Source: an optimization exercise on an open RTL-to-GDS flow (aim: small area and a short achievable clock period). Production flows keep margins and buffers that such runs may drop.
Only simulation tests tie the RTL to the original design; equivalence was not proved.

## design/flow/config.mk

```make
export PLATFORM = sky130hd
export DESIGN_NAME = awgn_top
export DESIGN_NICKNAME = awgn_top
export VERILOG_FILES = /design/flow/design.v
export SDC_FILE = /design/flow/constraint.sdc
export NUM_CORES = 4
export LEC_CHECK = 0
export CAP_MARGIN = 20
export CORE_MARGIN = 2
export CORE_UTILIZATION = 40
export SLEW_MARGIN = 20
export SYNTH_MEMORY_MAX_BITS = 16384
```

## design/flow/constraint.sdc

```tcl
create_clock -name core_clock -period 23.0 [get_ports {clk}]
set_input_delay 4.6000 -clock core_clock [delete_from_list [all_inputs] [get_ports {clk}]]
set_output_delay 4.6000 -clock core_clock [all_outputs]
set_load 0.01 [all_outputs]
```

## design/flow/design.v

```verilog
`timescale 1ns / 1ps
`timescale 1ns / 1ps
module lshift1(
input [47:0] a, input s, output reg [47:0] out
    );
integer i;
always @ (*)
begin
if (s==1)
begin
for (i=0;i<47;i=i+1)
     out[i+1]=a[i];
out[0]=1'b0;
end
else 
out=a;
end
endmodule
module lshift2(
input [47:0] a, input s, output reg [47:0] out
    );
integer i;
always @ (*)
begin
if (s==1)
begin
for (i=0;i<46;i=i+1)
     out[i+2]=a[i];
out[1:0]=2'b0;
end
else 
out=a;
end
endmodule
module lshift4(
input [47:0] a, input s, output reg [47:0] out
    );
integer i;
always @ (*)
begin
if (s==1)
begin
for (i=0;i<44;i=i+1)
     out[i+4]=a[i];
out[3:0]=4'b0;
end
else 
out=a;
end
endmodule
module lshift8(
input [47:0] a, input s, output reg [47:0] out
    );
integer i;
always @ (*)
begin
if (s==1)
begin
for (i=0;i<40;i=i+1)
     out[i+8]=a[i];
out[7:0]=8'b0;
end
else 
out=a;
end
endmodule
module lshift16(
input [47:0] a, input s, output reg [47:0] out
    );
integer i;
always @ (*)
begin
if (s==1)
begin
for (i=0;i<32;i=i+1)
     out[i+16]=a[i];
out[15:0]=16'b0;
end
else 
out=a;
end
endmodule
module lshift32(
input [47:0] a, input s, output reg [47:0] out
    );
integer i;
always @ (*)
begin
if (s==1)
begin
for (i=0;i<16;i=i+1)
     out[i+32]=a[i];
out[31:0]=32'b0;
end
else 
out=a;
end
endmodule
module lshift_48(input [47:0] a, input [5:0] s, output [47:0] out);
wire [47:0] o1,o2,o3,o4,o5,o6;
lshift1 s1(a,s[0],o1);
lshift2 s2(o1,s[1],o2);
lshift4 s3(o2,s[2],o3);
lshift8 s4(o3,s[3],o4);
lshift16 s5(o4,s[4],o5);
lshift32 s6(o5,s[5],out);
endmodule
module lzd2(a,p,v);
input [1:0]a;
output reg p,v;
always @ (*)
begin
v= a[0] | a[1];
p= ~a[1] & a[0];
end
endmodule
module lzd4(a,p,v);
input [3:0]a;
output reg [1:0]p;
output reg v;
wire p1,p2,v1,v2;
lzd2 l1 (a[1:0],p1,v1);
lzd2 l2 (a[3:2],p2,v2);
always @ (*)
begin
v = v1 | v2;
p[1]=~v2;
if (v2==1)
p[0]= p2;
else
p[0]= p1;
end
endmodule
module lzd8(a,p,v);
input [7:0]a;
output reg [2:0]p;
output reg v;
wire [1:0] p1,p2;
wire v1,v2;
lzd4 l3 (a[3:0],p1,v1);
lzd4 l4 (a[7:4],p2,v2);
always @ (*)
begin
v = v1 | v2;
p[2]=~v2;
if (v2==0)
begin p[1]= p1[1];
p[0]= p1[0]; end
else
begin p[1]= p2[1];
p[0]= p2[0]; end
end
endmodule
module lzd16(a,p,v);
input [15:0]a;
output reg [3:0]p;
output reg v;
wire [2:0] p1,p2;
wire v1,v2;
lzd8 l5 (a[7:0],p1,v1);
lzd8 l6 (a[15:8],p2,v2);
always @ (*)
begin
v = v1 | v2;
p[3]=~v2;
if (v2==0)
begin p[2] = p1[2];
p[1]= p1[1];
p[0]= p1[0]; end
else
begin p[2] = p2[2];
p[1]= p2[1];
p[0]= p2[0]; end
end
endmodule
module lzd32(a,p,v);
input [31:0]a;
output reg [4:0]p;
output reg v;
wire [3:0] p1,p2;
wire v1,v2;
lzd16 l7 (a[15:0],p1,v1);
lzd16 l8 (a[31:16],p2,v2);
always @ (*)
begin
v = v1 | v2;
p[4]=~v2;
if (v2==0)
begin p[3] = p1[3];
p[2] = p1[2];
p[1]= p1[1];
p[0]= p1[0]; end
else
begin p[3] = p2[3];
p[2] = p2[2];
p[1]= p2[1];
p[0]= p2[0]; end
end
endmodule
module lzd48(a,p,v);
input [47:0]a;
output reg [5:0]p;
output reg v;
wire [4:0] p1,p2;
wire v1,v2;
lzd32 l9 ({a[15:0],16'b0},p1,v1);
lzd32 l10 (a[47:16],p2,v2);
always @ (*)
begin
v = v1 | v2;
p[5]=~v2;
if (v2==0)
begin p[4] = p1[4];
p[3] = p1[3];
p[2] = p1[2];
p[1]= p1[1];
p[0]= p1[0]; end
else
begin p[4] = p2[4];
p[3] = p2[3];
p[2] = p2[2];
p[1]= p2[1];
p[0]= p2[0]; end
end
endmodule
`timescale 1ns / 1ps
module mem_128x52(
    input clk,
    input [51:0] wdata,
    input we,
    input [6:0] addr,
    output [51:0] rdata
    );
reg [51:0]mem[0:127];
reg [51:0] data_out;
initial begin
$readmemb("mem_coeff_log.mem",mem);
end
assign rdata = data_out;
always @ (posedge clk)
begin
   data_out <= mem[addr];
end
endmodule
`timescale 1ns / 1ps
module mem_64x19(
    input clk,
    input [18:0] wdata,
    input we,
    input [5:0] addr,
    output [18:0] rdata
    );
reg [18:0]mem[0:63];
reg [18:0] data_out;
initial begin
$readmemb("mem_coeff_sqrt.mem",mem);
end
assign rdata = data_out;
always @ (posedge clk)
begin
   data_out <= mem[addr];
end
endmodule
`timescale 1ns / 1ps
module mem_128x19(
    input clk,
    input [18:0] wdata,
    input we_0,
    input we_1,
    input [6:0] addr_0,
    input [6:0] addr_1,
    output [18:0] rdata_0,
    output [18:0] rdata_1
    );
reg [18:0]mem[0:127];
reg [18:0] data_out_0,data_out_1;
initial begin
$readmemb("mem_coeff_cos.mem",mem);
end
assign rdata_0 = data_out_0;
assign rdata_1 = data_out_1;
always @ (posedge clk)
begin
   data_out_0 <= mem[addr_0];
   data_out_1 <= mem[addr_1];
end
endmodule
`timescale 1ns / 1ps
module tausworthe(clk,reset,s0,s1,s2,r
    );
input clk, reset;
input [31:0] s0,s1,s2;
output reg[31:0] r;
wire [31:0] b1,b2,b0,d0,d1,d2,w0,w1,w2;
wire [31:0] y0,y1,y2,x0,x1,x2,c0,c1,c2;
wire [31:0] r_temp;
reg [31:0] p2,p1,p0;
reg flag;
assign w0=p0 << 13;
assign y0= w0 ^ p0;
assign b0= y0 >> 19;
assign c0 = p0 & 32'hfffffffe;
assign d0= c0 << 12;
assign w1= p1 << 2;
assign y1= w1 ^ p1;
assign b1= y1 >> 25;
assign c1 = p1 & 32'hfffffff8;
assign d1=c1<<4;
assign w2=p2<<3;
assign y2= w2 ^ p2;
assign b2=y2>>11;
assign c2 = p2 & 32'hfffffff0;
assign d2=c2<<17;
assign r_temp = x0 ^ x1 ^ x2;
assign x0= b0 ^ d0;
assign x1= b1 ^ d1;
assign x2= b2 ^ d2;
always @ (posedge clk)
begin
if (reset) flag<=1'b0;
else begin
if (~flag)
   begin {p2,p1,p0}<={s2,s1,s0};
	flag <=1'b1; end
else
  {p2,p1,p0}<={x2,x1,x0};
end
r<=r_temp;
end
endmodule
`timescale 1ns / 1ps
module taus_wrapper(clk,reset,s0,s1,s2,s3,s4,s5,u0,u1
    );
input clk,reset;
input [31:0] s0,s1,s2,s3,s4,s5;
output [47:0] u0;
output [15:0] u1;
wire [31:0] w0,w1;
tausworthe taus1(clk,reset,s0,s1,s2,w0);
tausworthe taus2(clk,reset,s3,s4,s5,w1);
assign u0= {w0,w1[31:16]};
assign u1=w1[15:0];
endmodule
`timescale 1ns / 1ps
module log_block(clk,u0,e
    );
input clk;
input [47:0] u0;
output reg [30:0] e;
wire [47:0] x_e;
wire [7:0] x_a;
wire [39:0] x_b;
wire [5:0] lzd_op,exp_e;
wire lzd_v;
wire [52:0] m1;
wire [21:0]m4,m5;
wire [22:0]m2;
wire [61:0]m3;
wire [26:0]y_e;
wire [30:0]y_e_add,y_e_sub;
wire [31:0] e_bar,y_e_new,e_temp;
wire [32:0] e_final;
wire [51:0]rdata,wdata;
reg we;
reg [5:0] exp_e_reg;
reg [47:0]x_e_reg;
wire [21:0]c1_log_reg;
wire [29:0]c0_log_reg;
reg [12:0]c2_log_reg;
mem_128x52 mem (
		.clk(clk), 
		.rdata(rdata), 
		.wdata(wdata),
		.we(we), 
		.addr(x_e[46:40])
	);
lzd48 lzd_log1(u0,lzd_op,lzd_v);
assign exp_e= lzd_op + 1'b1;
lshift_48 lshift_log1(u0,lzd_op,x_e);
wire x_comb;
assign x_a = x_e_reg[47:40];
assign x_b = x_e_reg[39:0];
assign x_comb= x_e_reg[46] | x_e_reg[45] | x_e_reg[44] |x_e_reg[43] |x_e_reg[42] |x_e_reg[41] |x_e_reg[40]; 
assign c0_log_reg = x_comb ? rdata[51:22]:30'b000000011001101000110101111001;
assign c1_log_reg = x_comb ?rdata[21:0]: 22'b1110101001101110000100;
assign m1 =  x_b  * c2_log_reg;
assign m2 =  c1_log_reg - m1[52:40];
assign m4 = ~m2[21:0] + 1'b1;
assign m5 = m2[22] ? m2[21:0]: m4;
assign m3 = m5 * x_b;
assign y_e_add= c0_log_reg + m3[61:39];
assign y_e_sub = c0_log_reg - m3[61:39];
assign y_e = m2[22]? y_e_add[30:4]:y_e_sub[30:4];
assign e_bar =  exp_e_reg * 26'b10110001011100100001100000;
assign y_e_new = y_e;
assign e_temp = e_bar - y_e_new;
assign e_final = e_temp <<1;
always @ (posedge clk)
begin
we <=1'b0;
exp_e_reg <=exp_e;
x_e_reg <=x_e;
c2_log_reg <= 13'b0111011110010;
e <= e_final[32:2]  ;
end
endmodule
`timescale 1ns / 1ps
module sqrt(clk,in,out
    );
input clk;
input [30:0] in;
output reg[16:0] out;
wire [5:0]exp_f,exp_fbar,exp_f1;
wire [36:0]x12,x24;
wire [19:0]y12,y24;
wire [45:0]y_ans_temp,y_1;
wire [14:0]y_ans;
wire [4:0] w1;
wire [47:0] x_bar;
wire [30:0]x_fbar,x_fbar_temp,x_f;
wire [18:0] rdata,c0;
wire wdata;
wire v1;
wire [1:0]flag;
reg [11:0]c1_12,c1_24;
reg y_f_final;
reg we;
reg [30:0]in_reg;
reg [30:0]x_f_reg;
reg [5:0]exp_fbar_reg,exp_f_reg;
mem_64x19 mem (
		.clk(clk), 
		.rdata(c0), 
		.wdata(wdata),
		.we(we), 
		.addr(x_f[30:25])
	);
lzd32 lzd_sqrt1({in,1'b0},w1,v1);
assign exp_f = 5'b00101 - w1;
assign exp_f1 = exp_f[5]?(~exp_f + 1'b1) : exp_f;
lshift_48 l_sqrt1({in,17'b0},{1'b0,w1},x_bar);
assign x_fbar = x_bar[47:17];
assign x_f = exp_f[0]?(x_fbar>>1):x_fbar;
assign flag={exp_f[0],exp_f[5]};
assign exp_fbar = (flag==2'b11)?(exp_f1 - 1'b1)>>1 : (flag==2'b10)?(exp_f1 + 1'b1)>>1 :exp_f1 >>1;
assign x24 = c1_24 * x_f_reg[24:0];
assign x12 = c1_12 * x_f_reg[24:0];
assign y24 = x24[36:24] + c0;
assign y12 = x12[36:24] + c0;
assign y_ans = x_f_reg[30]? y24[19:5] : y12[19:5];
assign y_ans_temp = {5'b0,y_ans,26'b0};
assign y_1 = exp_f_reg[5]?(y_ans_temp >>exp_fbar_reg):(y_ans_temp <<exp_fbar_reg);
wire [45:0]y_f,y_f_temp;
wire [5:0]ls_val;
assign y_f_temp = exp_f_reg[5]?{2'b0,y_1[40:0],3'b0}:{y_1[45:0]};
assign ls_val = 6'b000101-exp_fbar_reg;
assign y_f=exp_f_reg[5]?y_f_temp : (y_f_temp << ls_val);
always @ (posedge clk)
begin
in_reg <=in;
we<=1'b0;
c1_24 <=12'b100101010001;
c1_12 <=12'b110100101101;
x_f_reg <=x_f;
exp_f_reg <=exp_f;
exp_fbar_reg <=exp_fbar;
out <=y_f[45:29];
end
endmodule
`timescale 1ns / 1ps
module sincos_block(clk,reset,u1,g0,g1
    );
input clk,reset;
input [15:0] u1;
output reg [15:0] g0,g1;
wire wdata;
reg [1:0]quad;
reg we;
reg [11:0] c1_sincos;
reg [13:0] x_g_a_reg,x_g_b_reg;
reg [19:0]y_g_a_reg,y_g_b_reg;  
reg quad_reg;
reg [15:0]g0_temp1,g1_temp1;  
wire [13:0] x_g_a,x_g_b;
wire [6:0] x_g_a_B,x_g_b_B;
wire [19:0] m1a,m1b,m4a,m4b;
wire [18:0] c0_a,c0_b;
wire [20:0] m2a,m2b;
wire [19:0]y_g_a,y_g_b;
wire [15:0]g0_temp,g1_temp;
wire [18:0] rdata_0,rdata_1;
mem_128x19 mem (
		.clk(clk), 
		.rdata_0(rdata_0), 
		.rdata_1(rdata_1), 
		.wdata(wdata),
		.we_0(we), 
		.we_1(we),
		.addr_0(x_g_a[13:7]),
		.addr_1(x_g_b[13:7])	
	);
assign x_g_a=u1[13:0];
assign x_g_b=14'h3fff-u1[13:0];
assign x_g_a_B = x_g_a_reg[6:0];
assign x_g_b_B = x_g_b_reg[6:0];
assign x_comb_0= x_g_a_reg[13] | x_g_a_reg[12] | x_g_a_reg[11] | |x_g_a_reg[10] |x_g_a_reg[9] |x_g_a_reg[8] | x_g_a_reg[7]; 
assign x_comb_1= x_g_b_reg[13] | x_g_b_reg[12] | x_g_b_reg[11] | |x_g_b_reg[10] |x_g_b_reg[9] |x_g_b_reg[8] | x_g_b_reg[7]; 
assign c0_a = x_comb_0 ? rdata_0: 19'b1001010001001000101;
assign c0_b = x_comb_1 ? rdata_1: 19'b1001010001001000101;
assign m1a = c1_sincos * x_g_a_B;
assign m1b = c1_sincos * x_g_b_B;
assign m2a= {c0_a,1'b0} - {1'b0,m1a};
assign m2b= {c0_b,1'b0} - {1'b0,m1b};
assign m4a = ~m2a[19:0] + 1'b1;
assign m4b = ~m2b[19:0] + 1'b1;
assign y_g_a = m2a[20] ? m2a[19:0] : m4a;
assign y_g_b = m2b[20] ? m2b[19:0] : m4b;
assign g0_temp[15] = (quad==2'b00)?1'b0:(quad==2'b01)?1'b0: (quad==2'b10)?1'b1:(quad==2'b11)?1'b1:1'b0 ;
assign g1_temp[15] = (quad==2'b00)?1'b0:(quad==2'b01)?1'b1: (quad==2'b10)?1'b1:(quad==2'b11)?1'b0:1'b0 ;
assign g0_temp[14:0] = (quad==2'b00)?y_g_b[19:5]:(quad==2'b01)?y_g_a[19:5]: (quad==2'b10)?y_g_b[19:5]:(quad==2'b11)?y_g_a[19:5]: 15'b0 ;
assign g1_temp[14:0] = (quad==2'b00)?y_g_a[19:5]:(quad==2'b01)?y_g_b[19:5]: (quad==2'b10)?y_g_a[19:5]:(quad==2'b11)?y_g_b[19:5]: 15'b0 ;
always @ (posedge clk)
begin
we <=1'b0;
c1_sincos<=12'b100001011001;
quad <= u1[15:14];
quad_reg <=quad;
y_g_a_reg <=y_g_a;
y_g_b_reg <=y_g_b;
x_g_a_reg <=x_g_a;
x_g_b_reg <=x_g_b;
g0_temp1 <=g0_temp;
g1_temp1 <=g1_temp;  
g0<=g0_temp1;
g1<=g1_temp1;
end
endmodule
`timescale 1ns / 1ps
module awgn_top(clk,reset,s0,s1,s2,s3,s4,s5,x0,x1,valid
    );
input clk,reset;
input [31:0] s0,s1,s2,s3,s4,s5;
output [16:0] x0,x1;
output valid;
wire [47:0] u0;
wire [15:0] u1;
wire [30:0]e;
wire [16:0]f;
wire [31:0] y0,y1;
wire [15:0]g0,g1;
taus_wrapper t1 (.clk(clk),
                  .reset(reset),
						.s0(s0),
						.s1(s1),
						.s2(s2),
						.s3(s3),
						.s4(s4),
						.s5(s5),
						.u0(u0),
						.u1(u1));
log_block l1 (.clk(clk),
               .u0(u0),
					 .e(e));
sqrt sq1 (.clk(clk),
                .in(e),
					.out(f));
sincos_block sc1 (.clk(clk),
                  .reset(reset),
						.u1(u1),
						.g0(g0),
						.g1(g1));
assign y0= f * g0[14:0];
assign y1 = f * g1[14:0];
assign x0={g0[15],y0[31:16]};
assign x1={g1[15],y1[31:16]};
reg [2:0] vcnt;
always @ (posedge clk)
begin
if (reset) vcnt <= 3'd0;
else if (vcnt != 3'd6) vcnt <= vcnt + 3'd1;
end
assign valid = (vcnt == 3'd6);
endmodule
```

## design/flow/mem_coeff_cos.mem

```
1001010001001000101
1001001100111101100
1001001000110010010
1001000100100111001
1001000000011011111
1000111100010000110
1000111000000101100
1000110011111010011
1000101111101111001
1000101011100100000
1000100111011000110
1000100011001101101
1000011111000010011
1000011010110111010
1000010110101100000
1000010010100000111
1000001110010101101
1000001010001010100
1000000101111111010
1000000001110100001
0111111101101000111
0111111001011101110
0111110101010010100
0111110001000111011
0111101100111100001
0111101000110001000
0111100100100101110
0111100000011010101
0111011100001111011
0111011000000100010
0111010011111001000
0111001111101101111
0111001011100010101
0111000111010111100
0111000011001100010
0110111111000001001
0110111010110101111
0110110110101010110
0110110010011111100
0110101110010100011
0110101010001001001
0110100101111110000
0110100001110010111
0110011101100111101
0110011001011100100
0110010101010001010
0110010001000110001
0110001100111010111
0110001000101111110
0110000100100100100
0110000000011001011
0101111100001110001
0101111000000011000
0101110011110111110
0101101111101100101
0101101011100001011
0101100111010110010
0101100011001011000
0101011110111111111
0101011010110100101
0101010110101001100
0101010010011110010
0101001110010011001
0101001010000111111
0101000101111100110
0101000001110001100
0100111101100110011
0100111001011011001
0100110101010000000
0100110001000100110
0100101100111001101
0100101000101110011
0100100100100011010
0100100000011000000
0100011100001100111
0100011000000001101
0100010011110110100
0100001111101011010
0100001011100000001
0100000111010100111
0100000011001001110
0011111110111110100
0011111010110011011
0011110110101000001
0011110010011101000
0011101110010001110
0011101010000110101
0011100101111011011
0011100001110000010
0011011101100101000
0011011001011001111
0011010101001110101
0011010001000011100
0011001100111000010
0011001000101101001
0011000100100001111
0011000000010110110
0010111100001011100
0010111000000000011
0010110011110101010
0010101111101010000
0010101011011110111
0010100111010011101
0010100011001000100
0010011110111101010
0010011010110010001
0010010110100110111
0010010010011011110
0010001110010000100
0010001010000101011
0010000101111010001
0010000001101111000
0001111101100011110
0001111001011000101
0001110101001101011
0001110001000010010
0001101100110111000
0001101000101011111
0001100100100000101
0001100000010101100
0001011100001010010
0001010111111111001
0001010011110011111
0001001111101000110
0001001011011101100
0001000111010010011
0001000011000111001
0000111110111100000
```

## design/flow/mem_coeff_log.mem

```
0000000110011010001101011110011110101001101110000100
0000001101101110001000101110101110100101111110111101
0000010101000000001100011011001110100010001111110110
0000011100010000011000100100001110011110100000101111
0000100011011110101101001001101110011010110001100111
0000101010101011001010001011011110010111000010100000
0000110001110101101111101001101110010011010011011001
0000111000111110011101100100001110001111100100010010
0001000000000101010011111011011110001011110101001011
0001000111001010010010101111001110001000000110000100
0001001110001101011001111110111110000100010110111100
0001010101001110101001101011001110000000100111110101
0001011100001110000001110100001101111100111000101110
0001100011001011100010011001001101111001001001100111
0001101010000111001011011010111101110101011010100000
0001110001000000111100111000101101110001101011011001
0001110111111000110110110011001101101101111100010001
0001111110101110111001001010001101101010001101001010
0010000101100011000011111101011101100110011110000011
0010001100010101010111001101001101100010101110111100
0010010011000101110010111001011101011110111111110101
0010011001110100010111000001101101011011010000101110
0010100000100001000011100110101101010111100001100111
0010100111001011111000100111111101010011110010011111
0010101101110100110110000101111101010000000011011000
0010110100011011111100000000001101001100010100010001
0010111011000001001010010110101101001000100101001010
0011000001100100100001001001101101000100110110000011
0011001000000110000000011001011101000001000110111100
0011001110100101101000000101001100111101010111110100
0011010101000011011000001101011100111001101000101101
0011011011011111010000110001111100110101111001100110
0011100001111001010001110011001100110010001010011111
0011101000010001011011010000111100101110011011011000
0011101110100111101101001010101100101010101100010001
0011110100111100000111100001001100100110111101001001
0011111011001110101010010100001100100011001110000010
0100000001011111010101100011001100011111011110111011
0100000111101110001001001110111100011011101111110100
0100001101111011000101010110111100011000000000101101
0100010100000110001001111011011100010100010001100110
0100011010001111010110111100011100010000100010011110
0100100000010110101100011001101100001100110011010111
0100100110011100001010010011011100001001000100010000
0100101100011111110000101001101100000101010101001001
0100110010100001011111011100001100000001100110000010
0100111000100001010110101011001011111101110110111011
0100111110011111010110010110011011111010000111110011
0101000100011011011110011110011011110110011000101100
0101001010010101101111000010101011110010101001100101
0101010000001110001000000011001011101110111010011110
0101010110000100101001100000011011101011001011010111
0101011011111001010011011001111011100111011100010000
0101100001101100000101101111101011100011101101001000
0101100111011101000000100010001011011111111110000001
0101101101001100000011110000101011011100001110111010
0101110010111001001111011011111011011000011111110011
0101111000100100100011100011101011010100110000101100
0101111110001110000000000111101011010001000001100101
0110000011110101100101001000001011001101010010011101
0110001001011011010010100100111011001001100011010110
0110001110111111001000011110001011000101110100001111
0110010100100001000110110011111011000010000101001000
0110011010000001001101100101111010111110010110000001
0110011111011111011100110100011010111010100110111010
0110100100111011110100011111011010110110110111110010
0110101010010110010100100110101010110011001000101011
0110101111101110111101001010101010101111011001100100
0110110101000101101110001010111010101011101010011101
0110111010011010100111100111011010100111111011010110
0110111111101101101001100000011010100100001100001111
0111000100111110110011110101101010100000011101001000
0111001010001110000110100111101010011100101110000000
0111001111011011100001110110001010011000111110111001
0111010100100111000101100000101010010101001111110010
0111011001110000110001100111111010010001100000101011
0111011110111000100110001011011010001101110001100100
0111100011111110100011001011011010001010000010011101
0111101001000010101000100111111010000110010011010101
0111101110000100110110100000011010000010100100001110
0111110011000101001100110101101001111110110101000111
0111111000000011101011100111011001111011000110000000
0111111101000000010010110101011001110111010110111001
1000000001111011000010011111111001110011100111110010
1000000110110011111010100110111001101111111000101010
1000001011101010111011001010001001101100001001100011
1000010000100000000100001001111001101000011010011100
1000010101010011010101100101111001100100101011010101
1000011010000100101111011110101001100000111100001110
1000011110110100010001110011101001011101001101000111
1000100011100001111100100100111001011001011101111111
1000101000001101101111110010101001010101101110111000
1000101100110111101011011101001001010001111111110001
1000110001011111101111100011101001001110010000101010
1000110110000101111100000110101001001010100001100011
1000111010101010010001000110001001000110110010011100
1000111111001100101110100010001001000011000011010100
1001000011101101010100011010101000111111010100001101
1001001000001100000010101111001000111011100101000110
1001001100101000111001100000011000110111110101111111
1001010001000011111000101110001000110100000110111000
1001010101011101000000010111111000110000010111110001
1001011001110100010000011110011000101100101000101001
1001011110001001101001000001001000101000111001100010
1001100010011101001010000000011000100101001010011011
1001100110101110110011011100001000100001011011010100
1001101010111110100101010100001000011101101100001101
1001101111001100011111101000101000011001111101000110
1001110011011000100010011001111000010110001101111110
1001110111100010101101100110111000010010011110110111
1001111011101011000001010000111000001110101111110000
1001111111110001011101010110111000001011000000101001
1010000011110110000001111001101000000111010001100010
1010000111111000101110111000101000000011100010011011
1010001011111001100100010011110111111111110011010011
1010001111111000100010001011110111111100000100001100
1010010011110101101000100000010111111000010101000101
1010010111110000110111010000110111110100100101111110
1010011011101010001110011110000111110000110110110111
1010011111100001101110000111010111101101000111110000
1010100011010111010110001101010111101001011000101001
1010100111001011000110101111110111100101101001100001
1010101010111100111111101110100111100001111010011010
1010101110101101000001001001110111011110001011010011
1010110010011011001011000001100111011010011100001100
1010110110000111011101010101010111010110101101000101
1010111001110001111000000110000111010010111101111110
1010111101011010011011010010100111001111001110110110
```

## design/flow/mem_coeff_sqrt.mem

```
0100110011110111000
0101000001000010010
0101001110001101101
0101011011011000111
0101101000100100010
0101110101101111100
0110000010111010111
0110010000000110001
0110011101010001100
0110101010011100111
0110110111101000001
0111000100110011100
0111010001111110110
0111011111001010001
0111101100010101011
0111111001100000110
1000000110101100000
1000010011110111011
1000100001000010101
1000101110001110000
1000111011011001010
1001001000100100101
1001010101101111111
1001100010111011010
1001110000000110100
1001111101010001111
1010001010011101010
1010010111101000100
1010100100110011111
1010110001111111001
1010111111001010100
1011001100010101110
1011011101100010010
1011100110110110101
1011110000001010111
1011111001011111010
1100000010110011100
1100001100000111111
1100010101011100001
1100011110110000100
1100101000000100110
1100110001011001001
1100111010101101011
1101000100000001110
1101001101010110000
1101010110101010011
1101011111111110101
1101101001010011000
1101110010100111010
1101111011111011101
1110000101010000000
1110001110100100010
1110010111111000101
1110100001001100111
1110101010100001010
1110110011110101100
1110111101001001111
1111000110011110001
1111001111110010100
1111011001000110110
1111100010011011001
1111101011101111011
1111110101000011110
1111111110011000000
```

## design/flow/run.sh

```bash
#!/bin/bash
# synth_recipe.tcl (not shown) runs the flow's synth.tcl, then flattens the netlist and writes it again
# the make line also repeats each setting of config.mk as NAME=value (left out here)
make -C /OpenROAD-flow-scripts/flow DESIGN_CONFIG=/design/flow/config.mk WORK_HOME=/design/flow/orfs CLKGATE_MAP_FILE= SYNTH_SCRIPT=/design/flow/synth_recipe.tcl finish
```

==> out/metrics.cfg <==
[timing]
timing.final.crit_share_pct=95.1
finalCriticalPeriod_ns=21.88
worstMarginPinSlew_ns=1.09
hold_slack_ns=0.322
drv_slew=0
skew_ns=0.0423
hold_violations=0
slew_headroom_pct=25.6
timing.fmax_mhz=45.7
setup_viol=0
final.setup.tns_ns=0

[worst_setup_path]
path_delay_family=adder cells
cp-end-kind=flop
required_ns=23.62
arrival_ns=22.51
worst_path_most_repeated_cell=fa_1
crit_buf_inv=8
crit_slowest_cell=fa_1
cp_slowest_stage_delay_ns=0.59
critPathMaxFanout=8
critPathLaunchType=flop
crit_type=reg -> reg
cp-startpoint=l1.x_e_reg[11]
r2r-start=l1.x_e_reg[11]

[yosys]
synth_area_mm2=0.109
async_flop_share_pct=0
synth_top_cell_by_area=fa_1
synthCells=12762
ys_types=110
yosys-top-cells-area=fa_1, ha_1, dfxtp_1
yosysTopAreaCellShare_pct=28.5
syn_nets=15593
yosysSeqAreaShare_pct=12.2
ys_ff_latch=579
synth_flop_cell=dfxtp_1
avgSynthCellArea_um2=8.55
synth_edf_count=176
yosys_warnings=24

[floorplanning]
die_area_mm2=0.277
ios=229
row_count=191
dieWidth_um=526
core_area_mm2=0.271
die_h_um=526
start_util_pct=40.3

[clock_tree]
cts_hold_repair.buffers=0
htreeDepth=3
cts_tree=built
clkSinkCount=579
clockBufferDepth=3
path_clk_slew_ns=0.06
clk_latency_ns=0.72
cts_buffers=72
root_buffer=clkbuf_16

[worst_hold_path]
worstHoldStart=sc1.g0_temp1[1]
min_path_type=reg -> reg

[route]
drt-total-wl_um=343000
vias_per_cell=5.57
vias=90267
dr.pass1.iters=7
drtIter0Drc=8546
avgRoutedWirePerCell_um=21.2
drcViolationCount=0
ant_nets=0

[grt]
grt_pass1_vias=91174
grt_overflow=0
grt_max_degree=203
globalRouteTotalUtil_pct=24.5
antenna_found_initial=12
grt_pass1_wl_um=537000

[run]
max-cap-violations=0

[place]
dpl.hpwl_um=261000
place_congestion=0.983
portBuffers=212
place_inst=16040

[finish]
largest_reg_flops=52
instances_no_fill=16207
mostFrequentLayoutCells=inv_1, nand2_1, fa_1, ha_1, nor2_1
nets=15405
final_common_cell=inv_1
drive_gt1_share_pct=5.79
synthToLayoutAreaGrowth_pct=8.13

[run_status]
status=no timing/DRC/antenna violations

## logic make-up (layout without fill, tap and decap cells)
group | Yosys count | in the layout | synth area share [%]
AOI/OAI and AO/OA | 2272 | 2272 | 13.5
xor gates and xnor gates | 521 | 522 | 4.19
adders and majority gates | 2637 | 2637 | 40.9
buffers and inverters | 2746 | 2616 | 9.73
DFF | 579 | 579 | 12.2
muxes | 421 | 421 | 4.34
other | 0 | 4 | 0
and+or+nand+nor | 3586 | 3586 | 15.0
## worst reg2reg max path, delay by kind of cell (launching register included)
| kind | cells | cell delay [ns] |
|---|---|---|
| fa+ha+maj | 19 | 8.12 |
| xor+xnor | 6 | 1.14 |
| compound gates | 39 | 8.09 |
| simple gates | 19 | 3.31 |
| flops | 1 | 0.38 |
| buf+inv | 8 | 0.75 |
## Yosys cell counts, drive strengths merged, types with 46 or more instances
library cell / number
o22ai: 102
nor4: 50
and2: 446
nor2: 685
o21a: 64
o21ai: 485
a21oi: 604
nand2b: 114
ha: 1084
mux2i: 221
buf: 188
xnor2: 398
o31ai: 65
mux2: 176
and3: 53
inv: 2028
clkbuf: 520
xor2: 123
a31oi: 122
or3: 52
a21o: 134
a221oi: 46
nand2: 1600
dfxtp: 403
nand3: 206
fa: 1553
a211oi: 112
o211ai: 88
edfxtp: 176
nor3: 195
## final timing paths
kind,end,slack [ns],cells after the start
worst max-delay path,l1.e[30],1.12,91
worst max register to register,l1.e[30],1.12,91
worst min-delay path,sc1.g0[1],0.32,0
worst min register to register,sc1.g0[1],0.32,0
## layout make-up
cell class / instances / area [um^2]
Multi-Input combinational cell: 9438 / 85800
Timing Repair Buffer: 445 / 4170
Sequential cell: 579 / 13400
Inverter: 2038 / 7660
Fill cell: 27022 / 153000
Clock buffer: 88 / 1970
Tap cell: 3570 / 4470
Clock inverter: 45 / 572
Antenna cell: 4 / 10.0
## layer usage
metal,GRT usage [%],up-vias,part of all wire (%)
li1,-,41542,-
met3,3.97,820,7.4
met1,33.6,44382,43
met4,8.70,10,4.2
met2,39.2,3513,45
met5,0,-,0.021
## timing repair
action / 4_1_cts / 5_1_grt
buffers inserted: 1 / 23
setup endpoints to repair: 4 / 15
hold endpoints to repair: 0 / 0
pin swaps: 1 / 15
gates cloned: 0 / 6
resized for setup: 5 / 51
## metrics by stage
step | setup WS, ns | utilization, % | cell area (um^2)
final | 1.12 | 43.5 | 118000
after detailed placement | -0.272 | 42.4 | 115000
after floorplan | 2.22 | - | 109000
after CTS | 0.0584 | 43.3 | 117000
after global routing | -0.0927 | 43.5 | 118000
after global placement | -0.203 | 42.4 | 115000

-- afterwards: timing with drivers on the ports --
How much do the figures lean on ideal ports? The routed layout below was timed once more, with nothing changed but the port constraints. Step 1 assumes that a clkbuf_16 drives the clock port and a buf_2 every other input. Step 2 adds t to the input delays and takes it off the output delays; t is the mean of the earliest and latest rising clock arrival at the registers after step 1. Input paths then give back, and output paths get back, about the clock's delay inside the block. a / b / c = no drivers / after step 1 / after step 2; a / b = the first two.
t (ns): 0.792
setup WS [ns]: 1.117 / 1.117 / 1.117
clock arrival spread, ns: 0.049 / 0.049
After both steps this run still meets setup and hold. The setup slack of this run moves by 0.000 ns with the drivers and by 0.000 ns with both steps.
